Context: an optimization exercise on an open-source flow, tuned for small area. The choices shown serve that exercise and are no tape-out recipe. No run shown here included a check of the RTL's function; only the layout flow was run. Power is estimated from default activity; no workload was simulated.

## flow/design.v (module list and top-level ports; edited modules follow where they fit)
// module p_fa: 4 lines
// module p_fac: 4 lines
// module p_ha: 4 lines
// module p_nor2: 3 lines
// module p_or2: 3 lines
// module p_and2: 3 lines
// module p_inv: 3 lines
// module p_xor2: 3 lines
// module p_xnor2: 3 lines
// module p_xor3: 3 lines
// module p_a222oi: 3 lines
// module magnitude_wrapper: 1047 lines
module magnitude_wrapper(
	input aclk,
	input aresetn,
	input s_i_data_valid,
	output reg s_o_data_ready,
	input [31:0] s_i_data,
	output reg m_o_data_valid,
	input m_i_data_ready,
	output [31:0] m_o_data
    );
  // ...
==> flow/flow/run.sh <==
#!/bin/bash
# Standard layout, but the port buffers are the smallest plain buffer and
# the clock tree uses smaller buffers without dummy loads.
set -euo pipefail
export BUFFER_PORTS_ARGS="-buffer_cell sky130_fd_sc_hd__buf_1"
export CTS_ARGS="-sink_clustering_enable -repair_clock_nets -dont_use_dummy_load -buf_list sky130_fd_sc_hd__clkbuf_8"
bash standard.sh finish > standard_flow.log 2>&1
==> flow/standard.sh <==
#!/bin/bash
# synth_recipe.tcl (not shown) runs the flow's synth.tcl, then flattens the netlist and writes it again
# the make line also repeats each setting of config.mk as NAME=value (left out here)
make -C /OpenROAD-flow-scripts/flow DESIGN_CONFIG=/design/flow/config.mk WORK_HOME=/design/flow/orfs CLKGATE_MAP_FILE= SYNTH_SCRIPT=/design/flow/synth_recipe.tcl "${@:-finish}"
==> flow/config.mk <==
export PLATFORM = sky130hd
export DESIGN_NAME = magnitude_wrapper
export DESIGN_NICKNAME = magnitude_wrapper
export VERILOG_FILES = /design/flow/design.v
export SDC_FILE = /design/flow/constraint.sdc
export NUM_CORES = 4
export LEC_CHECK = 0
export CAP_MARGIN = 20
export CORE_MARGIN = 2
export CORE_UTILIZATION = 40
export GPL_TIMING_DRIVEN = 0
export SLEW_MARGIN = 20
export SYNTH_HIERARCHICAL = 1
export SYNTH_MINIMUM_KEEP_SIZE = 0
==> flow/constraint.sdc <==
create_clock -name core_clock -period 10.0 [get_ports {aclk}]
set_input_delay 2.0000 -clock core_clock [delete_from_list [all_inputs] [get_ports {aclk}]]
set_output_delay 2.0000 -clock core_clock [all_outputs]
set_load 0.01 [all_outputs]
==> flow_summary.ini, run 1 <==
[run_status]
run_status = timing/DRC/antenna clean

[clock_tree]
cts-root-to-sink-buffers = 2
htree_levels = 3

[grt]
global_route.usage.met3_pct = 3.84
antenna_found_initial = 0
globalRoute.totalOverflow = 0
grt_start_max_net_pins = 38
grt_pass1_vias = 5581

[logic_synthesis]
yosys-mux-area-fraction_pct = 0
synth_fa_ha_area_share_pct = 44.8
synth_cells = 579
avgSynthCellArea_um2 = 12.4
yosysWarningCount = 7
yosys.area.top_type = fa_1
synth_compound_gate_area_share_pct = 7.29
synth_most_common_cell = fa_1

[sta]
worst_slack_setup_final_ns = 0.495
layout_min_cycle_time_ns = 9.50

[route]
totalWireLength_um = 16200
routed-wl-met2_um = 8520

[final_layout]
postLayoutCoreUtil_pct = 46.3
area_dominant_class = multi-input combinational cells
layout.area.seq_mm2 = 0.00233
fin_area_mm2 = 0.00823

[pwr]
comb_power_mw = 2.09
seq_cell_power_mw = 0.693
total_power_mw = 3.00
clock_power_mw = 0.217
vdd.ir_drop.worst_uv = 198

[worst_setup_path]
critPathMostFrequentCell = fa_1
required_ns = 10.26

[floorplanning]
io-pin-count = 70
die_y_um = 138

[placed_design]
detailedPlace.worstSlack_ns = 0.208

[worst_hold_path]
min_from = start
==> inputs of run 2 (changes only) <==
==> flow/design.v (replaced) <==
module p_fa(input a, input b, input c, output s, output co);
  assign s = a ^ b ^ c;
  assign co = (a & b) | (c & (a ^ b));
endmodule
module p_fac(input a, input b, output s, output co);
  assign s = ~(a ^ b);
  assign co = a | b;
endmodule
module p_ha(input a, input b, output s, output co);
  assign s = a ^ b;
  assign co = a & b;
endmodule
module p_nor2(input a, input b, output y);
  assign y = ~(a | b);
endmodule
module p_or2(input a, input b, output y);
  assign y = a | b;
endmodule
module p_and2(input a, input b, output y);
  assign y = a & b;
endmodule
module p_inv(input a, output y);
  assign y = ~a;
endmodule
module p_xor2(input a, input b, output y);
  assign y = a ^ b;
endmodule
module p_xnor2(input a, input b, output y);
  assign y = ~(a ^ b);
endmodule
module p_xor3(input a, input b, input c, output y);
  assign y = a ^ b ^ c;
endmodule
module p_a222oi(input a1, input a2, input b1, input b2, input c1, input c2, output y);
  assign y = ~((a1 & a2) | (b1 & b2) | (c1 & c2));
endmodule
module magnitude_wrapper(
	input aclk,
	input aresetn,
	input s_i_data_valid,
	output reg s_o_data_ready,
	input [31:0] s_i_data,
	output reg m_o_data_valid,
	input m_i_data_ready,
	output [31:0] m_o_data
    );
	reg start, ack;
	reg f1, f2, f3;
	reg [15:0] a_re, a_im;
	reg [31:0] p;         
	reg [31:0] cn;        
	reg pc_9, cnc_9;
	wire tc_9, cvc_9, cdc_9;
	reg pc_16, cnc_16;
	wire tc_16, cvc_16, cdc_16;
	reg pc_22, cnc_22;
	wire tc_22, cvc_22, cdc_22;
	reg pc_27, cnc_27;
	wire tc_27, cvc_27, cdc_27;
	wire acc = s_i_data_valid & ~ack;
	wire [15:0] xn;       
	wire [31:0] t;        
	wire [31:0] cv;       
	wire [31:0] mo;
	wire [31:0] cd;
	wire sel_re = f2;
	wire sel_im = f1 | f3;
	wire sel_pin = ~ack & ~f1;
	wire pm = f1 | (ack & ~f2);
	wire ld_t = m_i_data_ready & f3;
	wire ld_p = m_i_data_ready & ~f3;
	wire hold = ~m_i_data_ready;
	p_a222oi um0 (.a1(sel_re), .a2(a_re[0]), .b1(sel_im), .b2(a_im[0]), .c1(sel_pin), .c2(s_i_data[0]), .y(xn[0]));
	p_a222oi um1 (.a1(sel_re), .a2(a_re[1]), .b1(sel_im), .b2(a_im[1]), .c1(sel_pin), .c2(s_i_data[1]), .y(xn[1]));
	p_a222oi um2 (.a1(sel_re), .a2(a_re[2]), .b1(sel_im), .b2(a_im[2]), .c1(sel_pin), .c2(s_i_data[2]), .y(xn[2]));
	p_a222oi um3 (.a1(sel_re), .a2(a_re[3]), .b1(sel_im), .b2(a_im[3]), .c1(sel_pin), .c2(s_i_data[3]), .y(xn[3]));
	p_a222oi um4 (.a1(sel_re), .a2(a_re[4]), .b1(sel_im), .b2(a_im[4]), .c1(sel_pin), .c2(s_i_data[4]), .y(xn[4]));
	p_a222oi um5 (.a1(sel_re), .a2(a_re[5]), .b1(sel_im), .b2(a_im[5]), .c1(sel_pin), .c2(s_i_data[5]), .y(xn[5]));
	p_a222oi um6 (.a1(sel_re), .a2(a_re[6]), .b1(sel_im), .b2(a_im[6]), .c1(sel_pin), .c2(s_i_data[6]), .y(xn[6]));
	p_a222oi um7 (.a1(sel_re), .a2(a_re[7]), .b1(sel_im), .b2(a_im[7]), .c1(sel_pin), .c2(s_i_data[7]), .y(xn[7]));
	p_a222oi um8 (.a1(sel_re), .a2(a_re[8]), .b1(sel_im), .b2(a_im[8]), .c1(sel_pin), .c2(s_i_data[8]), .y(xn[8]));
	p_a222oi um9 (.a1(sel_re), .a2(a_re[9]), .b1(sel_im), .b2(a_im[9]), .c1(sel_pin), .c2(s_i_data[9]), .y(xn[9]));
	p_a222oi um10 (.a1(sel_re), .a2(a_re[10]), .b1(sel_im), .b2(a_im[10]), .c1(sel_pin), .c2(s_i_data[10]), .y(xn[10]));
	p_a222oi um11 (.a1(sel_re), .a2(a_re[11]), .b1(sel_im), .b2(a_im[11]), .c1(sel_pin), .c2(s_i_data[11]), .y(xn[11]));
	p_a222oi um12 (.a1(sel_re), .a2(a_re[12]), .b1(sel_im), .b2(a_im[12]), .c1(sel_pin), .c2(s_i_data[12]), .y(xn[12]));
	p_a222oi um13 (.a1(sel_re), .a2(a_re[13]), .b1(sel_im), .b2(a_im[13]), .c1(sel_pin), .c2(s_i_data[13]), .y(xn[13]));
	p_a222oi um14 (.a1(sel_re), .a2(a_re[14]), .b1(sel_im), .b2(a_im[14]), .c1(sel_pin), .c2(s_i_data[14]), .y(xn[14]));
	p_a222oi um15 (.a1(sel_re), .a2(a_re[15]), .b1(sel_im), .b2(a_im[15]), .c1(sel_pin), .c2(s_i_data[15]), .y(xn[15]));
	assign t[0] = s_755;
	assign t[1] = s_758;
	assign t[2] = s_761;
	assign t[3] = s_764;
	assign t[4] = s_767;
	assign t[5] = s_770;
	assign t[6] = s_773;
	assign t[7] = s_776;
	assign t[8] = s_779;
	assign t[9] = s_782;
	assign t[10] = s_785;
	assign t[11] = s_788;
	assign t[12] = s_791;
	assign t[13] = s_794;
	assign t[14] = s_797;
	assign t[15] = s_800;
	assign t[16] = s_803;
	assign t[17] = s_806;
	assign t[18] = s_809;
	assign t[19] = s_812;
	assign t[20] = s_815;
	assign t[21] = s_818;
	assign t[22] = s_821;
	assign t[23] = s_824;
	assign t[24] = s_827;
	assign t[25] = s_830;
	assign t[26] = s_833;
	assign t[27] = s_836;
	assign t[28] = s_839;
	assign t[29] = s_842;
	assign t[30] = s_845;
	assign t[31] = s_848;
	assign tc_9 = c_780;
	assign tc_16 = c_801;
	assign tc_22 = c_819;
	assign tc_27 = c_834;
	p_a222oi uc0 (.a1(ld_t), .a2(t[0]), .b1(ld_p), .b2(p[0]), .c1(hold), .c2(cv[0]), .y(cd[0]));
	p_inv ui0 (.a(cn[0]), .y(cv[0]));
	p_a222oi uc1 (.a1(ld_t), .a2(t[1]), .b1(ld_p), .b2(p[1]), .c1(hold), .c2(cv[1]), .y(cd[1]));
	p_inv ui1 (.a(cn[1]), .y(cv[1]));
	p_a222oi uc2 (.a1(ld_t), .a2(t[2]), .b1(ld_p), .b2(p[2]), .c1(hold), .c2(cv[2]), .y(cd[2]));
	p_inv ui2 (.a(cn[2]), .y(cv[2]));
	p_a222oi uc3 (.a1(ld_t), .a2(t[3]), .b1(ld_p), .b2(p[3]), .c1(hold), .c2(cv[3]), .y(cd[3]));
	p_inv ui3 (.a(cn[3]), .y(cv[3]));
	p_a222oi uc4 (.a1(ld_t), .a2(t[4]), .b1(ld_p), .b2(p[4]), .c1(hold), .c2(cv[4]), .y(cd[4]));
	p_inv ui4 (.a(cn[4]), .y(cv[4]));
	p_a222oi uc5 (.a1(ld_t), .a2(t[5]), .b1(ld_p), .b2(p[5]), .c1(hold), .c2(cv[5]), .y(cd[5]));
	p_inv ui5 (.a(cn[5]), .y(cv[5]));
	p_a222oi uc6 (.a1(ld_t), .a2(t[6]), .b1(ld_p), .b2(p[6]), .c1(hold), .c2(cv[6]), .y(cd[6]));
	p_inv ui6 (.a(cn[6]), .y(cv[6]));
	p_a222oi uc7 (.a1(ld_t), .a2(t[7]), .b1(ld_p), .b2(p[7]), .c1(hold), .c2(cv[7]), .y(cd[7]));
	p_inv ui7 (.a(cn[7]), .y(cv[7]));
	p_a222oi uc8 (.a1(ld_t), .a2(t[8]), .b1(ld_p), .b2(p[8]), .c1(hold), .c2(cv[8]), .y(cd[8]));
	p_inv ui8 (.a(cn[8]), .y(cv[8]));
	p_a222oi uc9 (.a1(ld_t), .a2(t[9]), .b1(ld_p), .b2(p[9]), .c1(hold), .c2(cv[9]), .y(cd[9]));
	p_inv ui9 (.a(cn[9]), .y(cv[9]));
	p_a222oi uc10 (.a1(ld_t), .a2(t[10]), .b1(ld_p), .b2(p[10]), .c1(hold), .c2(cv[10]), .y(cd[10]));
	p_inv ui10 (.a(cn[10]), .y(cv[10]));
	p_a222oi uc11 (.a1(ld_t), .a2(t[11]), .b1(ld_p), .b2(p[11]), .c1(hold), .c2(cv[11]), .y(cd[11]));
	p_inv ui11 (.a(cn[11]), .y(cv[11]));
	p_a222oi uc12 (.a1(ld_t), .a2(t[12]), .b1(ld_p), .b2(p[12]), .c1(hold), .c2(cv[12]), .y(cd[12]));
	p_inv ui12 (.a(cn[12]), .y(cv[12]));
	p_a222oi uc13 (.a1(ld_t), .a2(t[13]), .b1(ld_p), .b2(p[13]), .c1(hold), .c2(cv[13]), .y(cd[13]));
	p_inv ui13 (.a(cn[13]), .y(cv[13]));
	p_a222oi uc14 (.a1(ld_t), .a2(t[14]), .b1(ld_p), .b2(p[14]), .c1(hold), .c2(cv[14]), .y(cd[14]));
	p_inv ui14 (.a(cn[14]), .y(cv[14]));
	p_a222oi uc15 (.a1(ld_t), .a2(t[15]), .b1(ld_p), .b2(p[15]), .c1(hold), .c2(cv[15]), .y(cd[15]));
	p_inv ui15 (.a(cn[15]), .y(cv[15]));
	p_a222oi uc16 (.a1(ld_t), .a2(t[16]), .b1(ld_p), .b2(p[16]), .c1(hold), .c2(cv[16]), .y(cd[16]));
	p_inv ui16 (.a(cn[16]), .y(cv[16]));
	p_a222oi uc17 (.a1(ld_t), .a2(t[17]), .b1(ld_p), .b2(p[17]), .c1(hold), .c2(cv[17]), .y(cd[17]));
	p_inv ui17 (.a(cn[17]), .y(cv[17]));
	p_a222oi uc18 (.a1(ld_t), .a2(t[18]), .b1(ld_p), .b2(p[18]), .c1(hold), .c2(cv[18]), .y(cd[18]));
	p_inv ui18 (.a(cn[18]), .y(cv[18]));
	p_a222oi uc19 (.a1(ld_t), .a2(t[19]), .b1(ld_p), .b2(p[19]), .c1(hold), .c2(cv[19]), .y(cd[19]));
	p_inv ui19 (.a(cn[19]), .y(cv[19]));
	p_a222oi uc20 (.a1(ld_t), .a2(t[20]), .b1(ld_p), .b2(p[20]), .c1(hold), .c2(cv[20]), .y(cd[20]));
	p_inv ui20 (.a(cn[20]), .y(cv[20]));
	p_a222oi uc21 (.a1(ld_t), .a2(t[21]), .b1(ld_p), .b2(p[21]), .c1(hold), .c2(cv[21]), .y(cd[21]));
	p_inv ui21 (.a(cn[21]), .y(cv[21]));
	p_a222oi uc22 (.a1(ld_t), .a2(t[22]), .b1(ld_p), .b2(p[22]), .c1(hold), .c2(cv[22]), .y(cd[22]));
	p_inv ui22 (.a(cn[22]), .y(cv[22]));
	p_a222oi uc23 (.a1(ld_t), .a2(t[23]), .b1(ld_p), .b2(p[23]), .c1(hold), .c2(cv[23]), .y(cd[23]));
	p_inv ui23 (.a(cn[23]), .y(cv[23]));
	p_a222oi uc24 (.a1(ld_t), .a2(t[24]), .b1(ld_p), .b2(p[24]), .c1(hold), .c2(cv[24]), .y(cd[24]));
	p_inv ui24 (.a(cn[24]), .y(cv[24]));
	p_a222oi uc25 (.a1(ld_t), .a2(t[25]), .b1(ld_p), .b2(p[25]), .c1(hold), .c2(cv[25]), .y(cd[25]));
	p_inv ui25 (.a(cn[25]), .y(cv[25]));
	p_a222oi uc26 (.a1(ld_t), .a2(t[26]), .b1(ld_p), .b2(p[26]), .c1(hold), .c2(cv[26]), .y(cd[26]));
	p_inv ui26 (.a(cn[26]), .y(cv[26]));
	p_a222oi uc27 (.a1(ld_t), .a2(t[27]), .b1(ld_p), .b2(p[27]), .c1(hold), .c2(cv[27]), .y(cd[27]));
	p_inv ui27 (.a(cn[27]), .y(cv[27]));
	p_a222oi uc28 (.a1(ld_t), .a2(t[28]), .b1(ld_p), .b2(p[28]), .c1(hold), .c2(cv[28]), .y(cd[28]));
	p_inv ui28 (.a(cn[28]), .y(cv[28]));
	p_a222oi uc29 (.a1(ld_t), .a2(t[29]), .b1(ld_p), .b2(p[29]), .c1(hold), .c2(cv[29]), .y(cd[29]));
	p_inv ui29 (.a(cn[29]), .y(cv[29]));
	p_a222oi uc30 (.a1(ld_t), .a2(t[30]), .b1(ld_p), .b2(p[30]), .c1(hold), .c2(cv[30]), .y(cd[30]));
	p_inv ui30 (.a(cn[30]), .y(cv[30]));
	p_a222oi uc31 (.a1(ld_t), .a2(t[31]), .b1(ld_p), .b2(p[31]), .c1(hold), .c2(cv[31]), .y(cd[31]));
	p_inv ui31 (.a(cn[31]), .y(cv[31]));
	p_a222oi ucc9 (.a1(ld_t), .a2(tc_9), .b1(ld_p), .b2(pc_9), .c1(hold), .c2(cvc_9), .y(cdc_9));
	p_inv uic9 (.a(cnc_9), .y(cvc_9));
	p_a222oi ucc16 (.a1(ld_t), .a2(tc_16), .b1(ld_p), .b2(pc_16), .c1(hold), .c2(cvc_16), .y(cdc_16));
	p_inv uic16 (.a(cnc_16), .y(cvc_16));
	p_a222oi ucc22 (.a1(ld_t), .a2(tc_22), .b1(ld_p), .b2(pc_22), .c1(hold), .c2(cvc_22), .y(cdc_22));
	p_inv uic22 (.a(cnc_22), .y(cvc_22));
	p_a222oi ucc27 (.a1(ld_t), .a2(tc_27), .b1(ld_p), .b2(pc_27), .c1(hold), .c2(cvc_27), .y(cdc_27));
	p_inv uic27 (.a(cnc_27), .y(cvc_27));
	assign mo[0] = cv[0];
	assign mo[1] = cv[1];
	assign mo[2] = cv[2];
	assign mo[3] = cv[3];
	assign mo[4] = cv[4];
	assign mo[5] = cv[5];
	assign mo[6] = cv[6];
	assign mo[7] = cv[7];
	assign mo[8] = cv[8];
	assign m_o_data = mo;
	wire dg_1;
	wire pp_3;
	wire pp_5;
	wire pp_7;
	wire pp_9;
	wire pp_11;
	wire pp_13;
	wire pp_15;
	wire pp_17;
	wire pp_19;
	wire pp_21;
	wire pp_23;
	wire pp_25;
	wire pp_27;
	wire pp_29;
	wire pp_31;
	wire dg_33;
	wire pp_35;
	wire pp_37;
	wire pp_39;
	wire pp_41;
	wire pp_43;
	wire pp_45;
	wire pp_47;
	wire pp_49;
	wire pp_51;
	wire pp_53;
	wire pp_55;
	wire pp_57;
	wire pp_59;
	wire pp_61;
	wire dg_63;
	wire pp_65;
	wire pp_67;
	wire pp_69;
	wire pp_71;
	wire pp_73;
	wire pp_75;
	wire pp_77;
	wire pp_79;
	wire pp_81;
	wire pp_83;
	wire pp_85;
	wire pp_87;
	wire pp_89;
	wire dg_91;
	wire pp_93;
	wire pp_95;
	wire pp_97;
	wire pp_99;
	wire pp_101;
	wire pp_103;
	wire pp_105;
	wire pp_107;
	wire pp_109;
	wire pp_111;
	wire pp_113;
	wire pp_115;
	wire dg_117;
	wire pp_119;
	wire pp_121;
	wire pp_123;
	wire pp_125;
	wire pp_127;
	wire pp_129;
	wire pp_131;
	wire pp_133;
	wire pp_135;
	wire pp_137;
	wire pp_139;
	wire dg_141;
	wire pp_143;
	wire pp_145;
	wire pp_147;
	wire pp_149;
	wire pp_151;
	wire pp_153;
	wire pp_155;
	wire pp_157;
	wire pp_159;
	wire pp_161;
	wire dg_163;
	wire pp_165;
	wire pp_167;
	wire pp_169;
	wire pp_171;
	wire pp_173;
	wire pp_175;
	wire pp_177;
	wire pp_179;
	wire pp_181;
	wire dg_183;
	wire pp_185;
	wire pp_187;
	wire pp_189;
	wire pp_191;
	wire pp_193;
	wire pp_195;
	wire pp_197;
	wire pp_199;
	wire dg_201;
	wire pp_203;
	wire pp_205;
	wire pp_207;
	wire pp_209;
	wire pp_211;
	wire pp_213;
	wire pp_215;
	wire dg_217;
	wire pp_219;
	wire pp_221;
	wire pp_223;
	wire pp_225;
	wire pp_227;
	wire pp_229;
	wire dg_231;
	wire pp_233;
	wire pp_235;
	wire pp_237;
	wire pp_239;
	wire pp_241;
	wire dg_243;
	wire pp_245;
	wire pp_247;
	wire pp_249;
	wire pp_251;
	wire dg_253;
	wire pp_255;
	wire pp_257;
	wire pp_259;
	wire dg_261;
	wire pp_263;
	wire pp_265;
	wire dg_267;
	wire pp_269;
	wire dg_271;
	wire pm_273;
	wire pm_275;
	wire pm_277;
	wire pm_279;
	wire pm_281;
	wire pm_283;
	wire pm_285;
	wire pm_287;
	wire pm_289;
	wire pm_291;
	wire pm_293;
	wire pm_295;
	wire pm_297;
	wire pm_299;
	wire pm_301;
	wire pm_303;
	wire pm_305;
	wire pm_307;
	wire pm_309;
	wire pm_311;
	wire pm_313;
	wire pm_315;
	wire pm_317;
	wire pm_319;
	wire pm_321;
	wire pm_323;
	wire pm_325;
	wire pm_327;
	wire pm_329;
	wire pm_331;
	wire pm_333;
	wire pm_335;
	wire pmc_337;
	wire pmc_339;
	wire pmc_341;
	wire pmc_343;
	wire s_345;
	wire c_346;
	wire s_348;
	wire c_349;
	wire s_351;
	wire c_352;
	wire s_354;
	wire c_355;
	wire s_357;
	wire c_358;
	wire s_360;
	wire c_361;
	wire s_363;
	wire c_364;
	wire s_366;
	wire c_367;
	wire s_369;
	wire c_370;
	wire s_372;
	wire c_373;
	wire s_375;
	wire c_376;
	wire s_378;
	wire c_379;
	wire s_381;
	wire c_382;
	wire s_384;
	wire c_385;
	wire s_387;
	wire c_388;
	wire s_390;
	wire c_391;
	wire s_393;
	wire c_394;
	wire s_396;
	wire c_397;
	wire s_399;
	wire c_400;
	wire s_402;
	wire c_403;
	wire s_405;
	wire c_406;
	wire s_408;
	wire c_409;
	wire s_411;
	wire c_412;
	wire s_414;
	wire c_415;
	wire s_417;
	wire c_418;
	wire s_420;
	wire c_421;
	wire s_423;
	wire c_424;
	wire s_426;
	wire c_427;
	wire s_429;
	wire c_430;
	wire s_432;
	wire c_433;
	wire s_435;
	wire c_436;
	wire s_438;
	wire c_439;
	wire s_441;
	wire c_442;
	wire s_444;
	wire c_445;
	wire s_447;
	wire c_448;
	wire s_450;
	wire c_451;
	wire s_453;
	wire c_454;
	wire s_456;
	wire c_457;
	wire s_459;
	wire c_460;
	wire s_462;
	wire c_463;
	wire s_465;
	wire c_466;
	wire s_468;
	wire c_469;
	wire s_471;
	wire c_472;
	wire s_474;
	wire c_475;
	wire s_477;
	wire c_478;
	wire s_480;
	wire c_481;
	wire s_483;
	wire c_484;
	wire s_486;
	wire c_487;
	wire s_489;
	wire c_490;
	wire s_492;
	wire c_493;
	wire s_495;
	wire c_496;
	wire s_498;
	wire c_499;
	wire s_501;
	wire c_502;
	wire s_504;
	wire c_505;
	wire s_507;
	wire c_508;
	wire s_510;
	wire c_511;
	wire s_513;
	wire c_514;
	wire s_516;
	wire c_517;
	wire s_519;
	wire c_520;
	wire s_522;
	wire c_523;
	wire s_525;
	wire c_526;
	wire s_528;
	wire c_529;
	wire s_531;
	wire c_532;
	wire s_534;
	wire c_535;
	wire s_537;
	wire c_538;
	wire s_540;
	wire c_541;
	wire s_543;
	wire c_544;
	wire s_546;
	wire c_547;
	wire s_549;
	wire c_550;
	wire s_552;
	wire c_553;
	wire s_555;
	wire c_556;
	wire s_558;
	wire c_559;
	wire s_561;
	wire c_562;
	wire s_564;
	wire c_565;
	wire s_567;
	wire c_568;
	wire s_570;
	wire c_571;
	wire s_573;
	wire c_574;
	wire s_576;
	wire c_577;
	wire s_579;
	wire c_580;
	wire s_582;
	wire c_583;
	wire s_585;
	wire c_586;
	wire s_588;
	wire c_589;
	wire s_591;
	wire c_592;
	wire s_594;
	wire c_595;
	wire s_597;
	wire c_598;
	wire s_600;
	wire c_601;
	wire s_603;
	wire c_604;
	wire s_606;
	wire c_607;
	wire s_609;
	wire c_610;
	wire s_612;
	wire c_613;
	wire s_615;
	wire c_616;
	wire s_618;
	wire c_619;
	wire s_621;
	wire c_622;
	wire s_624;
	wire c_625;
	wire s_627;
	wire c_628;
	wire s_630;
	wire c_631;
	wire s_633;
	wire c_634;
	wire s_636;
	wire c_637;
	wire s_639;
	wire c_640;
	wire s_642;
	wire c_643;
	wire s_645;
	wire c_646;
	wire s_648;
	wire c_649;
	wire s_651;
	wire c_652;
	wire s_654;
	wire c_655;
	wire s_657;
	wire c_658;
	wire s_660;
	wire c_661;
	wire s_663;
	wire c_664;
	wire s_666;
	wire c_667;
	wire s_669;
	wire c_670;
	wire s_672;
	wire c_673;
	wire s_675;
	wire c_676;
	wire s_678;
	wire c_679;
	wire s_681;
	wire c_682;
	wire s_684;
	wire c_685;
	wire s_687;
	wire c_688;
	wire s_690;
	wire c_691;
	wire s_693;
	wire c_694;
	wire s_696;
	wire c_697;
	wire s_699;
	wire c_700;
	wire s_702;
	wire c_703;
	wire s_705;
	wire c_706;
	wire s_708;
	wire c_709;
	wire s_711;
	wire c_712;
	wire s_714;
	wire c_715;
	wire s_717;
	wire c_718;
	wire s_720;
	wire c_721;
	wire s_723;
	wire c_724;
	wire s_726;
	wire c_727;
	wire s_729;
	wire c_730;
	wire s_732;
	wire c_733;
	wire s_735;
	wire c_736;
	wire s_738;
	wire c_739;
	wire s_741;
	wire c_742;
	wire s_744;
	wire c_745;
	wire s_747;
	wire c_748;
	wire s_750;
	wire c_751;
	wire s_753;
	wire s_755;
	wire c_756;
	wire s_758;
	wire c_759;
	wire s_761;
	wire c_762;
	wire s_764;
	wire c_765;
	wire s_767;
	wire c_768;
	wire s_770;
	wire c_771;
	wire s_773;
	wire c_774;
	wire s_776;
	wire c_777;
	wire s_779;
	wire c_780;
	wire s_782;
	wire c_783;
	wire s_785;
	wire c_786;
	wire s_788;
	wire c_789;
	wire s_791;
	wire c_792;
	wire s_794;
	wire c_795;
	wire s_797;
	wire c_798;
	wire s_800;
	wire c_801;
	wire s_803;
	wire c_804;
	wire s_806;
	wire c_807;
	wire s_809;
	wire c_810;
	wire s_812;
	wire c_813;
	wire s_815;
	wire c_816;
	wire s_818;
	wire c_819;
	wire s_821;
	wire c_822;
	wire s_824;
	wire c_825;
	wire s_827;
	wire c_828;
	wire s_830;
	wire c_831;
	wire s_833;
	wire c_834;
	wire s_836;
	wire c_837;
	wire s_839;
	wire c_840;
	wire s_842;
	wire c_843;
	wire s_845;
	wire c_846;
	wire s_848;
	wire e_850;
	wire e_852;
	wire e_854;
	wire e_856;
	wire e_858;
	wire e_860;
	wire e_862;
	wire e_864;
	wire e_866;
	wire e_868;
	wire e_870;
	wire e_872;
	wire e_874;
	wire e_876;
	wire e_878;
	wire e_880;
	wire e_882;
	wire e_884;
	wire e_886;
	wire e_888;
	wire e_890;
	wire e_892;
  p_inv u2 (.a(xn[0]), .y(dg_1));
  p_nor2 u4 (.a(xn[0]), .b(xn[1]), .y(pp_3));
  p_nor2 u6 (.a(xn[0]), .b(xn[2]), .y(pp_5));
  p_nor2 u8 (.a(xn[0]), .b(xn[3]), .y(pp_7));
  p_nor2 u10 (.a(xn[0]), .b(xn[4]), .y(pp_9));
  p_nor2 u12 (.a(xn[0]), .b(xn[5]), .y(pp_11));
  p_nor2 u14 (.a(xn[0]), .b(xn[6]), .y(pp_13));
  p_nor2 u16 (.a(xn[0]), .b(xn[7]), .y(pp_15));
  p_nor2 u18 (.a(xn[0]), .b(xn[8]), .y(pp_17));
  p_nor2 u20 (.a(xn[0]), .b(xn[9]), .y(pp_19));
  p_nor2 u22 (.a(xn[0]), .b(xn[10]), .y(pp_21));
  p_nor2 u24 (.a(xn[0]), .b(xn[11]), .y(pp_23));
  p_nor2 u26 (.a(xn[0]), .b(xn[12]), .y(pp_25));
  p_nor2 u28 (.a(xn[0]), .b(xn[13]), .y(pp_27));
  p_nor2 u30 (.a(xn[0]), .b(xn[14]), .y(pp_29));
  p_or2 u32 (.a(xn[0]), .b(xn[15]), .y(pp_31));
  p_inv u34 (.a(xn[1]), .y(dg_33));
  p_nor2 u36 (.a(xn[1]), .b(xn[2]), .y(pp_35));
  p_nor2 u38 (.a(xn[1]), .b(xn[3]), .y(pp_37));
  p_nor2 u40 (.a(xn[1]), .b(xn[4]), .y(pp_39));
  p_nor2 u42 (.a(xn[1]), .b(xn[5]), .y(pp_41));
  p_nor2 u44 (.a(xn[1]), .b(xn[6]), .y(pp_43));
  p_nor2 u46 (.a(xn[1]), .b(xn[7]), .y(pp_45));
  p_nor2 u48 (.a(xn[1]), .b(xn[8]), .y(pp_47));
  p_nor2 u50 (.a(xn[1]), .b(xn[9]), .y(pp_49));
  p_nor2 u52 (.a(xn[1]), .b(xn[10]), .y(pp_51));
  p_nor2 u54 (.a(xn[1]), .b(xn[11]), .y(pp_53));
  p_nor2 u56 (.a(xn[1]), .b(xn[12]), .y(pp_55));
  p_nor2 u58 (.a(xn[1]), .b(xn[13]), .y(pp_57));
  p_nor2 u60 (.a(xn[1]), .b(xn[14]), .y(pp_59));
  p_or2 u62 (.a(xn[1]), .b(xn[15]), .y(pp_61));
  p_inv u64 (.a(xn[2]), .y(dg_63));
  p_nor2 u66 (.a(xn[2]), .b(xn[3]), .y(pp_65));
  p_nor2 u68 (.a(xn[2]), .b(xn[4]), .y(pp_67));
  p_nor2 u70 (.a(xn[2]), .b(xn[5]), .y(pp_69));
  p_nor2 u72 (.a(xn[2]), .b(xn[6]), .y(pp_71));
  p_nor2 u74 (.a(xn[2]), .b(xn[7]), .y(pp_73));
  p_nor2 u76 (.a(xn[2]), .b(xn[8]), .y(pp_75));
  p_nor2 u78 (.a(xn[2]), .b(xn[9]), .y(pp_77));
  p_nor2 u80 (.a(xn[2]), .b(xn[10]), .y(pp_79));
  p_nor2 u82 (.a(xn[2]), .b(xn[11]), .y(pp_81));
  p_nor2 u84 (.a(xn[2]), .b(xn[12]), .y(pp_83));
  p_nor2 u86 (.a(xn[2]), .b(xn[13]), .y(pp_85));
  p_nor2 u88 (.a(xn[2]), .b(xn[14]), .y(pp_87));
  p_or2 u90 (.a(xn[2]), .b(xn[15]), .y(pp_89));
  p_inv u92 (.a(xn[3]), .y(dg_91));
  p_nor2 u94 (.a(xn[3]), .b(xn[4]), .y(pp_93));
  p_nor2 u96 (.a(xn[3]), .b(xn[5]), .y(pp_95));
  p_nor2 u98 (.a(xn[3]), .b(xn[6]), .y(pp_97));
  p_nor2 u100 (.a(xn[3]), .b(xn[7]), .y(pp_99));
  p_nor2 u102 (.a(xn[3]), .b(xn[8]), .y(pp_101));
  p_nor2 u104 (.a(xn[3]), .b(xn[9]), .y(pp_103));
  p_nor2 u106 (.a(xn[3]), .b(xn[10]), .y(pp_105));
  p_nor2 u108 (.a(xn[3]), .b(xn[11]), .y(pp_107));
  p_nor2 u110 (.a(xn[3]), .b(xn[12]), .y(pp_109));
  p_nor2 u112 (.a(xn[3]), .b(xn[13]), .y(pp_111));
  p_nor2 u114 (.a(xn[3]), .b(xn[14]), .y(pp_113));
  p_or2 u116 (.a(xn[3]), .b(xn[15]), .y(pp_115));
  p_inv u118 (.a(xn[4]), .y(dg_117));
  p_nor2 u120 (.a(xn[4]), .b(xn[5]), .y(pp_119));
  p_nor2 u122 (.a(xn[4]), .b(xn[6]), .y(pp_121));
  p_nor2 u124 (.a(xn[4]), .b(xn[7]), .y(pp_123));
  p_nor2 u126 (.a(xn[4]), .b(xn[8]), .y(pp_125));
  p_nor2 u128 (.a(xn[4]), .b(xn[9]), .y(pp_127));
  p_nor2 u130 (.a(xn[4]), .b(xn[10]), .y(pp_129));
  p_nor2 u132 (.a(xn[4]), .b(xn[11]), .y(pp_131));
  p_nor2 u134 (.a(xn[4]), .b(xn[12]), .y(pp_133));
  p_nor2 u136 (.a(xn[4]), .b(xn[13]), .y(pp_135));
  p_nor2 u138 (.a(xn[4]), .b(xn[14]), .y(pp_137));
  p_or2 u140 (.a(xn[4]), .b(xn[15]), .y(pp_139));
  p_inv u142 (.a(xn[5]), .y(dg_141));
  p_nor2 u144 (.a(xn[5]), .b(xn[6]), .y(pp_143));
  p_nor2 u146 (.a(xn[5]), .b(xn[7]), .y(pp_145));
  p_nor2 u148 (.a(xn[5]), .b(xn[8]), .y(pp_147));
  p_nor2 u150 (.a(xn[5]), .b(xn[9]), .y(pp_149));
  p_nor2 u152 (.a(xn[5]), .b(xn[10]), .y(pp_151));
  p_nor2 u154 (.a(xn[5]), .b(xn[11]), .y(pp_153));
  p_nor2 u156 (.a(xn[5]), .b(xn[12]), .y(pp_155));
  p_nor2 u158 (.a(xn[5]), .b(xn[13]), .y(pp_157));
  p_nor2 u160 (.a(xn[5]), .b(xn[14]), .y(pp_159));
  p_or2 u162 (.a(xn[5]), .b(xn[15]), .y(pp_161));
  p_inv u164 (.a(xn[6]), .y(dg_163));
  p_nor2 u166 (.a(xn[6]), .b(xn[7]), .y(pp_165));
  p_nor2 u168 (.a(xn[6]), .b(xn[8]), .y(pp_167));
  p_nor2 u170 (.a(xn[6]), .b(xn[9]), .y(pp_169));
  p_nor2 u172 (.a(xn[6]), .b(xn[10]), .y(pp_171));
  p_nor2 u174 (.a(xn[6]), .b(xn[11]), .y(pp_173));
  p_nor2 u176 (.a(xn[6]), .b(xn[12]), .y(pp_175));
  p_nor2 u178 (.a(xn[6]), .b(xn[13]), .y(pp_177));
  p_nor2 u180 (.a(xn[6]), .b(xn[14]), .y(pp_179));
  p_or2 u182 (.a(xn[6]), .b(xn[15]), .y(pp_181));
  p_inv u184 (.a(xn[7]), .y(dg_183));
  p_nor2 u186 (.a(xn[7]), .b(xn[8]), .y(pp_185));
  p_nor2 u188 (.a(xn[7]), .b(xn[9]), .y(pp_187));
  p_nor2 u190 (.a(xn[7]), .b(xn[10]), .y(pp_189));
  p_nor2 u192 (.a(xn[7]), .b(xn[11]), .y(pp_191));
  p_nor2 u194 (.a(xn[7]), .b(xn[12]), .y(pp_193));
  p_nor2 u196 (.a(xn[7]), .b(xn[13]), .y(pp_195));
  p_nor2 u198 (.a(xn[7]), .b(xn[14]), .y(pp_197));
  p_or2 u200 (.a(xn[7]), .b(xn[15]), .y(pp_199));
  p_inv u202 (.a(xn[8]), .y(dg_201));
  p_nor2 u204 (.a(xn[8]), .b(xn[9]), .y(pp_203));
  p_nor2 u206 (.a(xn[8]), .b(xn[10]), .y(pp_205));
  p_nor2 u208 (.a(xn[8]), .b(xn[11]), .y(pp_207));
  p_nor2 u210 (.a(xn[8]), .b(xn[12]), .y(pp_209));
  p_nor2 u212 (.a(xn[8]), .b(xn[13]), .y(pp_211));
  p_nor2 u214 (.a(xn[8]), .b(xn[14]), .y(pp_213));
  p_or2 u216 (.a(xn[8]), .b(xn[15]), .y(pp_215));
  p_inv u218 (.a(xn[9]), .y(dg_217));
  p_nor2 u220 (.a(xn[9]), .b(xn[10]), .y(pp_219));
  p_nor2 u222 (.a(xn[9]), .b(xn[11]), .y(pp_221));
  p_nor2 u224 (.a(xn[9]), .b(xn[12]), .y(pp_223));
  p_nor2 u226 (.a(xn[9]), .b(xn[13]), .y(pp_225));
  p_nor2 u228 (.a(xn[9]), .b(xn[14]), .y(pp_227));
  p_or2 u230 (.a(xn[9]), .b(xn[15]), .y(pp_229));
  p_inv u232 (.a(xn[10]), .y(dg_231));
  p_nor2 u234 (.a(xn[10]), .b(xn[11]), .y(pp_233));
  p_nor2 u236 (.a(xn[10]), .b(xn[12]), .y(pp_235));
  p_nor2 u238 (.a(xn[10]), .b(xn[13]), .y(pp_237));
  p_nor2 u240 (.a(xn[10]), .b(xn[14]), .y(pp_239));
  p_or2 u242 (.a(xn[10]), .b(xn[15]), .y(pp_241));
  p_inv u244 (.a(xn[11]), .y(dg_243));
  p_nor2 u246 (.a(xn[11]), .b(xn[12]), .y(pp_245));
  p_nor2 u248 (.a(xn[11]), .b(xn[13]), .y(pp_247));
  p_nor2 u250 (.a(xn[11]), .b(xn[14]), .y(pp_249));
  p_or2 u252 (.a(xn[11]), .b(xn[15]), .y(pp_251));
  p_inv u254 (.a(xn[12]), .y(dg_253));
  p_nor2 u256 (.a(xn[12]), .b(xn[13]), .y(pp_255));
  p_nor2 u258 (.a(xn[12]), .b(xn[14]), .y(pp_257));
  p_or2 u260 (.a(xn[12]), .b(xn[15]), .y(pp_259));
  p_inv u262 (.a(xn[13]), .y(dg_261));
  p_nor2 u264 (.a(xn[13]), .b(xn[14]), .y(pp_263));
  p_or2 u266 (.a(xn[13]), .b(xn[15]), .y(pp_265));
  p_inv u268 (.a(xn[14]), .y(dg_267));
  p_or2 u270 (.a(xn[14]), .b(xn[15]), .y(pp_269));
  p_inv u272 (.a(xn[15]), .y(dg_271));
  p_and2 u274 (.a(p[0]), .b(pm), .y(pm_273));
  p_and2 u276 (.a(p[1]), .b(pm), .y(pm_275));
  p_and2 u278 (.a(p[2]), .b(pm), .y(pm_277));
  p_and2 u280 (.a(p[3]), .b(pm), .y(pm_279));
  p_and2 u282 (.a(p[4]), .b(pm), .y(pm_281));
  p_and2 u284 (.a(p[5]), .b(pm), .y(pm_283));
  p_and2 u286 (.a(p[6]), .b(pm), .y(pm_285));
  p_and2 u288 (.a(p[7]), .b(pm), .y(pm_287));
  p_and2 u290 (.a(p[8]), .b(pm), .y(pm_289));
  p_and2 u292 (.a(p[9]), .b(pm), .y(pm_291));
  p_and2 u294 (.a(p[10]), .b(pm), .y(pm_293));
  p_and2 u296 (.a(p[11]), .b(pm), .y(pm_295));
  p_and2 u298 (.a(p[12]), .b(pm), .y(pm_297));
  p_and2 u300 (.a(p[13]), .b(pm), .y(pm_299));
  p_and2 u302 (.a(p[14]), .b(pm), .y(pm_301));
  p_and2 u304 (.a(p[15]), .b(pm), .y(pm_303));
  p_and2 u306 (.a(p[16]), .b(pm), .y(pm_305));
  p_and2 u308 (.a(p[17]), .b(pm), .y(pm_307));
  p_and2 u310 (.a(p[18]), .b(pm), .y(pm_309));
  p_and2 u312 (.a(p[19]), .b(pm), .y(pm_311));
  p_and2 u314 (.a(p[20]), .b(pm), .y(pm_313));
  p_and2 u316 (.a(p[21]), .b(pm), .y(pm_315));
  p_and2 u318 (.a(p[22]), .b(pm), .y(pm_317));
  p_and2 u320 (.a(p[23]), .b(pm), .y(pm_319));
  p_and2 u322 (.a(p[24]), .b(pm), .y(pm_321));
  p_and2 u324 (.a(p[25]), .b(pm), .y(pm_323));
  p_and2 u326 (.a(p[26]), .b(pm), .y(pm_325));
  p_and2 u328 (.a(p[27]), .b(pm), .y(pm_327));
  p_and2 u330 (.a(p[28]), .b(pm), .y(pm_329));
  p_and2 u332 (.a(p[29]), .b(pm), .y(pm_331));
  p_and2 u334 (.a(p[30]), .b(pm), .y(pm_333));
  p_and2 u336 (.a(p[31]), .b(pm), .y(pm_335));
  p_and2 u338 (.a(pc_9), .b(pm), .y(pmc_337));
  p_and2 u340 (.a(pc_16), .b(pm), .y(pmc_339));
  p_and2 u342 (.a(pc_22), .b(pm), .y(pmc_341));
  p_and2 u344 (.a(pc_27), .b(pm), .y(pmc_343));
  p_fac u347 (.a(pm_305), .b(pmc_339), .s(s_345), .co(c_346));
  p_ha u350 (.a(s_345), .b(dg_201), .s(s_348), .co(c_349));
  p_ha u353 (.a(pm_307), .b(c_346), .s(s_351), .co(c_352));
  p_ha u356 (.a(pm_309), .b(dg_217), .s(s_354), .co(c_355));
  p_ha u359 (.a(pm_293), .b(dg_141), .s(s_357), .co(c_358));
  p_ha u362 (.a(pm_295), .b(pp_121), .s(s_360), .co(c_361));
  p_fa u365 (.a(pm_297), .b(dg_163), .c(pp_101), .s(s_363), .co(c_364));
  p_ha u368 (.a(pp_123), .b(pp_143), .s(s_366), .co(c_367));
  p_fa u371 (.a(pm_299), .b(pp_103), .c(pp_125), .s(s_369), .co(c_370));
  p_ha u374 (.a(pp_145), .b(pp_25), .s(s_372), .co(c_373));
  p_fa u377 (.a(pm_301), .b(dg_183), .c(pp_105), .s(s_375), .co(c_376));
  p_fa u380 (.a(pp_127), .b(pp_147), .c(pp_165), .s(s_378), .co(c_379));
  p_ha u383 (.a(pp_27), .b(pp_55), .s(s_381), .co(c_382));
  p_fa u386 (.a(pm_303), .b(pp_107), .c(pp_129), .s(s_384), .co(c_385));
  p_fa u389 (.a(pp_149), .b(pp_167), .c(pp_29), .s(s_387), .co(c_388));
  p_ha u392 (.a(pp_57), .b(pp_83), .s(s_390), .co(c_391));
  p_fa u395 (.a(pp_109), .b(pp_131), .c(pp_151), .s(s_393), .co(c_394));
  p_fa u398 (.a(pp_169), .b(pp_185), .c(pp_31), .s(s_396), .co(c_397));
  p_fa u401 (.a(pp_59), .b(pp_85), .c(s_348), .s(s_399), .co(c_400));
  p_fa u404 (.a(s_351), .b(pp_111), .c(pp_133), .s(s_402), .co(c_403));
  p_fa u407 (.a(pp_153), .b(pp_171), .c(pp_187), .s(s_405), .co(c_406));
  p_fa u410 (.a(pp_61), .b(pp_87), .c(c_349), .s(s_408), .co(c_409));
  p_fa u413 (.a(c_352), .b(pp_113), .c(pp_135), .s(s_411), .co(c_412));
  p_fa u416 (.a(pp_155), .b(pp_173), .c(pp_189), .s(s_414), .co(c_415));
  p_fa u419 (.a(pp_203), .b(pp_89), .c(s_354), .s(s_417), .co(c_418));
  p_fa u422 (.a(pm_311), .b(pp_115), .c(pp_137), .s(s_420), .co(c_421));
  p_fa u425 (.a(pp_157), .b(pp_175), .c(pp_191), .s(s_423), .co(c_424));
  p_ha u428 (.a(pp_205), .b(c_355), .s(s_426), .co(c_427));
  p_fa u431 (.a(pm_313), .b(dg_231), .c(pp_139), .s(s_429), .co(c_430));
  p_fa u434 (.a(pp_159), .b(pp_177), .c(pp_193), .s(s_432), .co(c_433));
  p_ha u437 (.a(pp_207), .b(pp_219), .s(s_435), .co(c_436));
  p_fa u440 (.a(pm_315), .b(pp_161), .c(pp_179), .s(s_438), .co(c_439));
  p_ha u443 (.a(pp_195), .b(pp_209), .s(s_441), .co(c_442));
  p_fa u446 (.a(pm_317), .b(pmc_341), .c(dg_243), .s(s_444), .co(c_445));
  p_fa u449 (.a(pp_181), .b(pp_197), .c(pp_211), .s(s_447), .co(c_448));
  p_ha u452 (.a(pm_319), .b(pp_199), .s(s_450), .co(c_451));
  p_ha u455 (.a(pm_321), .b(dg_253), .s(s_453), .co(c_454));
  p_ha u458 (.a(pm_285), .b(dg_91), .s(s_456), .co(c_457));
  p_ha u461 (.a(pm_287), .b(pp_13), .s(s_459), .co(c_460));
  p_fa u464 (.a(pm_289), .b(dg_117), .c(pp_15), .s(s_462), .co(c_463));
  p_ha u467 (.a(pp_43), .b(pp_69), .s(s_465), .co(c_466));
  p_fa u470 (.a(pm_291), .b(pmc_337), .c(pp_17), .s(s_468), .co(c_469));
  p_fa u473 (.a(pp_45), .b(pp_71), .c(pp_95), .s(s_471), .co(c_472));
  p_fa u476 (.a(pp_119), .b(pp_19), .c(pp_47), .s(s_474), .co(c_475));
  p_fa u479 (.a(pp_73), .b(pp_97), .c(s_357), .s(s_477), .co(c_478));
  p_fa u482 (.a(pp_21), .b(pp_49), .c(pp_75), .s(s_480), .co(c_481));
  p_fa u485 (.a(pp_99), .b(c_358), .c(s_360), .s(s_483), .co(c_484));
  p_fa u488 (.a(pp_23), .b(pp_51), .c(pp_77), .s(s_486), .co(c_487));
  p_fa u491 (.a(c_361), .b(s_366), .c(s_363), .s(s_489), .co(c_490));
  p_fa u494 (.a(pp_53), .b(pp_79), .c(c_367), .s(s_492), .co(c_493));
  p_fa u497 (.a(s_372), .b(c_364), .c(s_369), .s(s_495), .co(c_496));
  p_fa u500 (.a(pp_81), .b(c_373), .c(s_381), .s(s_498), .co(c_499));
  p_fa u503 (.a(c_370), .b(s_375), .c(s_378), .s(s_501), .co(c_502));
  p_fa u506 (.a(c_382), .b(s_390), .c(c_376), .s(s_504), .co(c_505));
  p_fa u509 (.a(c_379), .b(s_384), .c(s_387), .s(s_507), .co(c_508));
  p_fa u512 (.a(c_391), .b(c_385), .c(c_388), .s(s_510), .co(c_511));
  p_fa u515 (.a(s_393), .b(s_396), .c(s_399), .s(s_513), .co(c_514));
  p_fa u518 (.a(c_394), .b(c_397), .c(s_402), .s(s_516), .co(c_517));
  p_fa u521 (.a(s_405), .b(c_400), .c(s_408), .s(s_519), .co(c_520));
  p_fa u524 (.a(c_403), .b(c_406), .c(s_411), .s(s_522), .co(c_523));
  p_fa u527 (.a(s_414), .b(c_409), .c(s_417), .s(s_525), .co(c_526));
  p_fa u530 (.a(c_412), .b(c_415), .c(s_420), .s(s_528), .co(c_529));
  p_fa u533 (.a(s_423), .b(s_426), .c(c_418), .s(s_531), .co(c_532));
  p_fa u536 (.a(s_435), .b(c_421), .c(c_424), .s(s_534), .co(c_535));
  p_fa u539 (.a(c_427), .b(s_429), .c(s_432), .s(s_537), .co(c_538));
  p_fa u542 (.a(pp_221), .b(c_436), .c(s_441), .s(s_540), .co(c_541));
  p_fa u545 (.a(c_430), .b(c_433), .c(s_438), .s(s_543), .co(c_544));
  p_fa u548 (.a(pp_223), .b(pp_233), .c(c_442), .s(s_546), .co(c_547));
  p_fa u551 (.a(c_439), .b(s_444), .c(s_447), .s(s_549), .co(c_550));
  p_fa u554 (.a(pp_213), .b(pp_225), .c(pp_235), .s(s_552), .co(c_553));
  p_fa u557 (.a(s_450), .b(c_445), .c(c_448), .s(s_555), .co(c_556));
  p_fa u560 (.a(pp_215), .b(pp_227), .c(pp_237), .s(s_558), .co(c_559));
  p_fa u563 (.a(pp_245), .b(c_451), .c(s_453), .s(s_561), .co(c_562));
  p_fa u566 (.a(pm_323), .b(pp_229), .c(pp_239), .s(s_564), .co(c_565));
  p_ha u569 (.a(pp_247), .b(c_454), .s(s_567), .co(c_568));
  p_fa u572 (.a(pm_325), .b(dg_261), .c(pp_241), .s(s_570), .co(c_571));
  p_ha u575 (.a(pp_249), .b(pp_255), .s(s_573), .co(c_574));
  p_fa u578 (.a(pm_327), .b(pmc_343), .c(pp_251), .s(s_576), .co(c_577));
  p_ha u581 (.a(pm_329), .b(dg_267), .s(s_579), .co(c_580));
  p_ha u584 (.a(pm_281), .b(dg_63), .s(s_582), .co(c_583));
  p_ha u587 (.a(pm_283), .b(pp_37), .s(s_585), .co(c_586));
  p_fa u590 (.a(pp_11), .b(pp_39), .c(pp_65), .s(s_588), .co(c_589));
  p_fa u593 (.a(pp_41), .b(pp_67), .c(c_457), .s(s_591), .co(c_592));
  p_fa u596 (.a(pp_93), .b(c_460), .c(s_465), .s(s_594), .co(c_595));
  p_fa u599 (.a(c_466), .b(c_463), .c(s_468), .s(s_597), .co(c_598));
  p_fa u602 (.a(c_469), .b(c_472), .c(s_474), .s(s_600), .co(c_601));
  p_fa u605 (.a(c_475), .b(s_480), .c(c_478), .s(s_603), .co(c_604));
  p_fa u608 (.a(c_481), .b(s_486), .c(c_484), .s(s_606), .co(c_607));
  p_fa u611 (.a(c_487), .b(s_492), .c(c_490), .s(s_609), .co(c_610));
  p_fa u614 (.a(c_493), .b(s_498), .c(c_496), .s(s_612), .co(c_613));
  p_fa u617 (.a(c_499), .b(s_504), .c(c_502), .s(s_615), .co(c_616));
  p_fa u620 (.a(c_505), .b(s_510), .c(c_508), .s(s_618), .co(c_619));
  p_fa u623 (.a(c_511), .b(s_516), .c(c_514), .s(s_621), .co(c_622));
  p_fa u626 (.a(c_517), .b(s_522), .c(c_520), .s(s_624), .co(c_625));
  p_fa u629 (.a(c_523), .b(s_528), .c(c_526), .s(s_627), .co(c_628));
  p_fa u632 (.a(c_529), .b(s_534), .c(s_537), .s(s_630), .co(c_631));
  p_fa u635 (.a(s_540), .b(c_535), .c(c_538), .s(s_633), .co(c_634));
  p_fa u638 (.a(c_541), .b(s_546), .c(c_544), .s(s_636), .co(c_637));
  p_fa u641 (.a(s_552), .b(c_547), .c(c_550), .s(s_639), .co(c_640));
  p_fa u644 (.a(c_553), .b(s_558), .c(s_561), .s(s_642), .co(c_643));
  p_fa u647 (.a(c_559), .b(s_564), .c(s_567), .s(s_645), .co(c_646));
  p_fa u650 (.a(s_573), .b(c_565), .c(c_568), .s(s_648), .co(c_649));
  p_fa u653 (.a(pp_257), .b(c_574), .c(c_571), .s(s_651), .co(c_652));
  p_fa u656 (.a(pp_259), .b(pp_263), .c(s_579), .s(s_654), .co(c_655));
  p_ha u659 (.a(pm_331), .b(pp_265), .s(s_657), .co(c_658));
  p_ha u662 (.a(pm_333), .b(dg_271), .s(s_660), .co(c_661));
  p_ha u665 (.a(pm_277), .b(dg_33), .s(s_663), .co(c_664));
  p_ha u668 (.a(pm_279), .b(pp_5), .s(s_666), .co(c_667));
  p_fa u671 (.a(pp_35), .b(pp_7), .c(s_582), .s(s_669), .co(c_670));
  p_fa u674 (.a(pp_9), .b(c_583), .c(s_585), .s(s_672), .co(c_673));
  p_fa u677 (.a(c_586), .b(s_456), .c(s_588), .s(s_675), .co(c_676));
  p_fa u680 (.a(s_459), .b(c_589), .c(s_591), .s(s_678), .co(c_679));
  p_fa u683 (.a(s_462), .b(c_592), .c(s_594), .s(s_681), .co(c_682));
  p_fa u686 (.a(s_471), .b(c_595), .c(s_597), .s(s_684), .co(c_685));
  p_fa u689 (.a(s_477), .b(c_598), .c(s_600), .s(s_687), .co(c_688));
  p_fa u692 (.a(s_483), .b(c_601), .c(s_603), .s(s_690), .co(c_691));
  p_fa u695 (.a(s_489), .b(c_604), .c(s_606), .s(s_693), .co(c_694));
  p_fa u698 (.a(s_495), .b(c_607), .c(s_609), .s(s_696), .co(c_697));
  p_fa u701 (.a(s_501), .b(c_610), .c(s_612), .s(s_699), .co(c_700));
  p_fa u704 (.a(s_507), .b(c_613), .c(s_615), .s(s_702), .co(c_703));
  p_fa u707 (.a(s_513), .b(c_616), .c(s_618), .s(s_705), .co(c_706));
  p_fa u710 (.a(s_519), .b(c_619), .c(s_621), .s(s_708), .co(c_709));
  p_fa u713 (.a(s_525), .b(c_622), .c(s_624), .s(s_711), .co(c_712));
  p_fa u716 (.a(s_531), .b(c_625), .c(s_627), .s(s_714), .co(c_715));
  p_fa u719 (.a(c_532), .b(s_630), .c(c_628), .s(s_717), .co(c_718));
  p_fa u722 (.a(s_543), .b(c_631), .c(s_633), .s(s_720), .co(c_721));
  p_fa u725 (.a(s_549), .b(c_634), .c(s_636), .s(s_723), .co(c_724));
  p_fa u728 (.a(s_555), .b(c_637), .c(s_639), .s(s_726), .co(c_727));
  p_fa u731 (.a(c_556), .b(s_642), .c(c_640), .s(s_729), .co(c_730));
  p_fa u734 (.a(c_562), .b(s_645), .c(c_643), .s(s_732), .co(c_733));
  p_fa u737 (.a(s_570), .b(c_646), .c(s_648), .s(s_735), .co(c_736));
  p_fa u740 (.a(s_576), .b(c_649), .c(s_651), .s(s_738), .co(c_739));
  p_fa u743 (.a(c_577), .b(c_652), .c(s_654), .s(s_741), .co(c_742));
  p_fa u746 (.a(c_580), .b(s_657), .c(c_655), .s(s_744), .co(c_745));
  p_fa u749 (.a(pp_269), .b(c_658), .c(s_660), .s(s_747), .co(c_748));
  p_ha u752 (.a(pm_335), .b(c_661), .s(s_750), .co(c_751));
  p_xor2 u754 (.a(s_750), .b(c_748), .y(s_753));
  p_ha u757 (.a(pm_273), .b(dg_1), .s(s_755), .co(c_756));
  p_ha u760 (.a(pm_275), .b(c_756), .s(s_758), .co(c_759));
  p_fa u763 (.a(pp_3), .b(s_663), .c(c_759), .s(s_761), .co(c_762));
  p_fa u766 (.a(c_664), .b(s_666), .c(c_762), .s(s_764), .co(c_765));
  p_fa u769 (.a(c_667), .b(s_669), .c(c_765), .s(s_767), .co(c_768));
  p_fa u772 (.a(c_670), .b(s_672), .c(c_768), .s(s_770), .co(c_771));
  p_fa u775 (.a(c_673), .b(s_675), .c(c_771), .s(s_773), .co(c_774));
  p_fa u778 (.a(c_676), .b(s_678), .c(c_774), .s(s_776), .co(c_777));
  p_fa u781 (.a(c_679), .b(s_681), .c(c_777), .s(s_779), .co(c_780));
  p_ha u784 (.a(c_682), .b(s_684), .s(s_782), .co(c_783));
  p_fa u787 (.a(c_685), .b(s_687), .c(c_783), .s(s_785), .co(c_786));
  p_fa u790 (.a(c_688), .b(s_690), .c(c_786), .s(s_788), .co(c_789));
  p_fa u793 (.a(c_691), .b(s_693), .c(c_789), .s(s_791), .co(c_792));
  p_fa u796 (.a(c_694), .b(s_696), .c(c_792), .s(s_794), .co(c_795));
  p_fa u799 (.a(c_697), .b(s_699), .c(c_795), .s(s_797), .co(c_798));
  p_fa u802 (.a(c_700), .b(s_702), .c(c_798), .s(s_800), .co(c_801));
  p_ha u805 (.a(c_703), .b(s_705), .s(s_803), .co(c_804));
  p_fa u808 (.a(c_706), .b(s_708), .c(c_804), .s(s_806), .co(c_807));
  p_fa u811 (.a(c_709), .b(s_711), .c(c_807), .s(s_809), .co(c_810));
  p_fa u814 (.a(c_712), .b(s_714), .c(c_810), .s(s_812), .co(c_813));
  p_fa u817 (.a(c_715), .b(s_717), .c(c_813), .s(s_815), .co(c_816));
  p_fa u820 (.a(s_720), .b(c_718), .c(c_816), .s(s_818), .co(c_819));
  p_ha u823 (.a(c_721), .b(s_723), .s(s_821), .co(c_822));
  p_fa u826 (.a(c_724), .b(s_726), .c(c_822), .s(s_824), .co(c_825));
  p_fa u829 (.a(c_727), .b(s_729), .c(c_825), .s(s_827), .co(c_828));
  p_fa u832 (.a(s_732), .b(c_730), .c(c_828), .s(s_830), .co(c_831));
  p_fa u835 (.a(s_735), .b(c_733), .c(c_831), .s(s_833), .co(c_834));
  p_ha u838 (.a(c_736), .b(s_738), .s(s_836), .co(c_837));
  p_fa u841 (.a(c_739), .b(s_741), .c(c_837), .s(s_839), .co(c_840));
  p_fa u844 (.a(s_744), .b(c_742), .c(c_840), .s(s_842), .co(c_843));
  p_fa u847 (.a(s_747), .b(c_745), .c(c_843), .s(s_845), .co(c_846));
  p_xnor2 u849 (.a(s_753), .b(c_846), .y(s_848));
  p_ha u851 (.a(cv[9]), .b(cvc_9), .s(mo[9]), .co(e_850));
  p_ha u853 (.a(cv[10]), .b(e_850), .s(mo[10]), .co(e_852));
  p_ha u855 (.a(cv[11]), .b(e_852), .s(mo[11]), .co(e_854));
  p_ha u857 (.a(cv[12]), .b(e_854), .s(mo[12]), .co(e_856));
  p_ha u859 (.a(cv[13]), .b(e_856), .s(mo[13]), .co(e_858));
  p_ha u861 (.a(cv[14]), .b(e_858), .s(mo[14]), .co(e_860));
  p_ha u863 (.a(cv[15]), .b(e_860), .s(mo[15]), .co(e_862));
  p_fa u865 (.a(cv[16]), .b(cvc_16), .c(e_862), .s(mo[16]), .co(e_864));
  p_ha u867 (.a(cv[17]), .b(e_864), .s(mo[17]), .co(e_866));
  p_ha u869 (.a(cv[18]), .b(e_866), .s(mo[18]), .co(e_868));
  p_ha u871 (.a(cv[19]), .b(e_868), .s(mo[19]), .co(e_870));
  p_ha u873 (.a(cv[20]), .b(e_870), .s(mo[20]), .co(e_872));
  p_ha u875 (.a(cv[21]), .b(e_872), .s(mo[21]), .co(e_874));
  p_fa u877 (.a(cv[22]), .b(cvc_22), .c(e_874), .s(mo[22]), .co(e_876));
  p_ha u879 (.a(cv[23]), .b(e_876), .s(mo[23]), .co(e_878));
  p_ha u881 (.a(cv[24]), .b(e_878), .s(mo[24]), .co(e_880));
  p_ha u883 (.a(cv[25]), .b(e_880), .s(mo[25]), .co(e_882));
  p_ha u885 (.a(cv[26]), .b(e_882), .s(mo[26]), .co(e_884));
  p_fa u887 (.a(cv[27]), .b(cvc_27), .c(e_884), .s(mo[27]), .co(e_886));
  p_ha u889 (.a(cv[28]), .b(e_886), .s(mo[28]), .co(e_888));
  p_ha u891 (.a(cv[29]), .b(e_888), .s(mo[29]), .co(e_890));
  p_ha u893 (.a(cv[30]), .b(e_890), .s(mo[30]), .co(e_892));
  p_xor2 u894 (.a(cv[31]), .b(e_892), .y(mo[31]));
	always @(posedge aclk) begin
		start <= acc | (start & ~ack & aresetn);
		s_o_data_ready <= acc | (s_o_data_ready & aresetn);
		ack <= start;
		f1 <= acc & ~start;
		f2 <= acc & start;
		f3 <= f2;
		if (m_i_data_ready) m_o_data_valid <= ack;
		else if (!aresetn) m_o_data_valid <= 1'b0;
		a_re <= s_i_data[15:0];
		if (acc) a_im <= s_i_data[31:16];
		p <= t;
		cn <= cd;
		pc_9 <= tc_9;
		cnc_9 <= cdc_9;
		pc_16 <= tc_16;
		cnc_16 <= cdc_16;
		pc_22 <= tc_22;
		cnc_22 <= cdc_22;
		pc_27 <= tc_27;
		cnc_27 <= cdc_27;
	end
endmodule
==> flow/run.sh (new file) <==
#!/bin/bash
# synth_recipe.tcl (not shown) runs the flow's synth.tcl, then flattens the netlist and writes it again
# the make line also repeats each setting of config.mk as NAME=value (left out here)
make -C /OpenROAD-flow-scripts/flow DESIGN_CONFIG=/design/flow/config.mk WORK_HOME=/design/flow/orfs CLKGATE_MAP_FILE= SYNTH_SCRIPT=/design/flow/synth_recipe.tcl finish
==> flow/config.mk (replaced) <==
export PLATFORM = sky130hd
export DESIGN_NAME = magnitude_wrapper
export DESIGN_NICKNAME = magnitude_wrapper
export VERILOG_FILES = /design/flow/design.v
export SDC_FILE = /design/flow/constraint.sdc
export NUM_CORES = 4
export LEC_CHECK = 0
export CAP_MARGIN = 20
export CORE_MARGIN = 2
export CORE_UTILIZATION = 40
export SLEW_MARGIN = 20
export SYNTH_HIERARCHICAL = 1
export SYNTH_MINIMUM_KEEP_SIZE = 0
removed: flow/flow/run.sh
removed: flow/standard.sh
==> flow_summary.ini, run 2 <==
[run_status]
run_status = timing/DRC/antenna clean

[clock_tree]
clock-sinks = 111
cts_hold_buf = 0
cts.clk_slew.worst_paths_ns = 0.08
clock_tree.root_cell = clkbuf_16
worst_skew_pair_latency_ns = 0.37
cts_tree = yes
postCtsSetupBuffers = 0
ctsResizeCount = 0
htree_levels = 3
cts-root-to-sink-buffers = 2
cts_buffers = 9

[grt]
grt_start_max_net_pins = 38
grt_pass1_vias = 5652
globalRoute.totalOverflow = 0
antenna_found_initial = 0
track_usage_pct = 18.4
grt_pass1_wl_um = 28300

[logic_synthesis]
synth_cells = 593
synth_seq_area_share_pct = 32.3
synth_enable_flop_cells = 17
post-synth-top-area-fraction_pct = 36.8
proportion_of_register_bits_with_asynchronous_set_or_reset_after_synthesis_pct = 0
yosys.cell_types.count = 19
synth.cell_area_mm2 = 0.00741
synth.ff_latch_count = 111
avgSynthCellArea_um2 = 12.5
synth_most_common_cell = fa_1
top_cells_by_count_synth = fa_1 (136), nor2_1 (109), dfxtp_1 (94)
main_synth_ff_type = dfxtp_1
yosysWarningCount = 7
yosys.area.top_type = fa_1
ys_top_cells_by_area = fa_1 (37%), dfxtp_1 (25%), ha_1 (9.0%)

[sta]
setup_repair_after_global_routing_missed_its_margin = no
skew_ns = 0.0109
setup-tns-final_ns = 0
worst_slew_pin_slew_ns = 1.11
hold_viol = 0
timing_max_transition_violations_final = 0
final.period_utilization_pct = 82.2
layout_min_cycle_time_ns = 8.22
fmax_mhz = 122
setup_viol = 0
slew_headroom_pct = 25.5

[final_layout]
fin_area_mm2 = 0.00880
layout-drive-gt1-share_pct = 5.96
area.growth.synth_to_final_pct = 18.8
final_common_cell = fa_1
top_regs = cn: 32 flops, p: 32 flops
antenna-diode-count = 0
layout.nets = 908
postLayoutCoreUtil_pct = 48.6
highest_count_cells_in_the_layout_ignoring_fill_and_taps = fa_1 (136), nor2_1 (108), dfxtp_1 (94), clkdlybuf4s50_1 (69), inv_1 (58)

[worst_setup_path]
start_kind = register
crit_path_start = cn[9]
critPathMaxFanout = 2
setup.reg_to_reg.worst_slack_ns = 3.48
rr_endpoint = cn[21]
required_ns = 8.00
timing_worst_setup_path_type = reg2out
crit_arrival_ns = 6.22
worst_r2r_startpoint = f2
critPathCaptureType = primary output
r2r_cells = 17

[pwr]
powerDensity_mw_per_mm2 = 386
power.leakage_nw = 4.07
vdd.ir_drop.worst_uv = 315

[placed_design]
postPlaceCellArea_mm2 = 0.00846
dp.final_hpwl_um = 11900
portBuffers = 69
gp_congestion = 0.816

[floorplanning]
dieArea_mm2 = 0.0196
chipWidth_um = 140
num_rows = 49
coreArea_mm2 = 0.0181
initial_core_util_pct = 41.0
io-pin-count = 70
die_y_um = 140

[worst_hold_path]
worst_hold_depth = 0
min_from = start
worst_hold_path_type = reg2reg
hold_path_end = ack

[route]
drt_first_pass_iters = 19
drt-wirelength-per-cell_um = 18.3
vias_per_cell = 5.29
postRouteAntennaNets = 0
detail_route.drc_violations = 0
detailroute.via_count = 4854
detail_route.iter0.violations = 434
totalWireLength_um = 16800

[job]
max_cap_violations = 0
[run 2: metrics by stage]
step	total power, mW	hold WS, ns	cells	worst slack (ns)
floorplan	2.26	0.360	593	2.39
global placement	2.93	0.369	901	2.16
detailed placement	2.98	0.375	901	2.14
CTS	3.43	0.390	917	1.71
global route	3.75	0.408	917	1.46
finish	3.40	0.386	917	1.78
[run 2: cell type report]
type | count | area [um2]
fill | 1617 | 9290
multi-input combinational | 414 | 4730
sequential | 111 | 2390
timing repair buffer | 88 | 833
tap | 229 | 287
clock buffer | 9 | 225
inverter | 59 | 221
clock inverter | 7 | 111
[run 2: how the worst max path moves through the flow]
stage          depth (start not counted)  slack, ns           end
2_1_floorplan                         13       2.39        cn[21]
3_3_place_gp                          25       2.16  m_o_data[31]
3_5_place_dp                          25       2.14  m_o_data[31]
4_1_cts                               25       1.71  m_o_data[31]
5_1_grt                               25       1.46  m_o_data[31]
6_report                              25       1.78  m_o_data[31]
[run 2: per-layer routing]
layer  track usage [%]  share of wire (%)  up-vias  wire length (um)
li1                  -                  -     2183                 -
met1              23.2                 42     2523              7100
met2              32.8                 52      128              8730
met3              3.38                4.4       20               740
met4              4.41                1.4        0               231
met5                 0                  0        -                 0
[run 2: cells by family (layout without fill, tap and decap cells)]
logic type      count (synthesis)  in the layout  share of synthesized area [%]
simple gates                  168            168                           10.5
fa+ha+maj                     189            189                           45.7
flops                         111            111                           32.3
buf+inv                        68            163                           3.90
xor+xnor                        3              3                          0.355
compound gates                 54             54                           7.21
[run 2: modules after synthesis, one instance, submodules excluded]
module,cell area (um2),flip-flops and latches,cells inside
p_and2,6.26,0,1
p_or2,6.26,0,1
p_a222oi,10.0,0,1
p_xnor2,8.76,0,1
p_xor2,8.76,0,1
p_nor2,3.75,0,1
p_fa,20.0,0,1
p_fac,27.5,0,5
p_ha,12.5,0,1
magnitude_wrapper,2550,111,137
p_inv,3.75,0,1
[run 2: critical path, stage by stage (launching register included)]
cell and delay (ns):
dfxtp_1 0.31, inv_1 0.05, ha_1 0.19, ha_1 0.19, ha_1 0.19, ha_1 0.18, ha_1 0.19, ha_1 0.21
ha_1 0.20, fa_1 0.38, ha_1 0.21, ha_1 0.19, ha_1 0.18, ha_1 0.18, ha_1 0.21, fa_1 0.37
ha_1 0.21, ha_1 0.19, ha_1 0.18, ha_1 0.19, fa_1 0.39, ha_1 0.21, ha_1 0.18, ha_1 0.19
xor2_1 0.14, clkdlybuf4s50_1 0.55
[run 2: where the power goes]
| part | leakage [nW] | internal [mW] | switching, mW |
|---|---|---|---|
| logic | 2.96 | 1.08 | 1.19 |
| clock network | 0.158 | 0.205 | 0.194 |
| registers | 0.953 | 0.664 | 0.0569 |
| total | 4.07 | 1.95 | 1.44 |

## re-timing with driven ports
No port has a modelled driver above. Below, the same layouts with a new extraction and two added sets of constraints.
Step 1 (the two cells are an assumption about what drives the block):
set clk [get_ports {aclk}]
set_driving_cell -lib_cell sky130_fd_sc_hd__clkbuf_16 $clk
set_driving_cell -lib_cell sky130_fd_sc_hd__buf_2 [delete_from_list [all_inputs] $clk]
Step 2, shift: input delay + t, output delay - t, t = (earliest + latest rising clock arrival at the registers) / 2. This alone moves slack from input paths to output paths.
Three values: ideal ports, drivers, drivers and shift; two values: the first two.
| run | shift t [ns] | slack for setup (ns) | pins driven straight from the clock port |
|---|---|---|---|
| run 1 | 0.415 | 0.495 / 0.507 / 0.092 | 1 |
| run 2 | 0.398 | 1.784 / 1.747 / 2.145 | 1 |
After both steps every run listed still meets setup and hold. For run 1, which loses most, drivers alone change the setup slack by +0.012 ns; drivers and shift together by -0.403 ns.
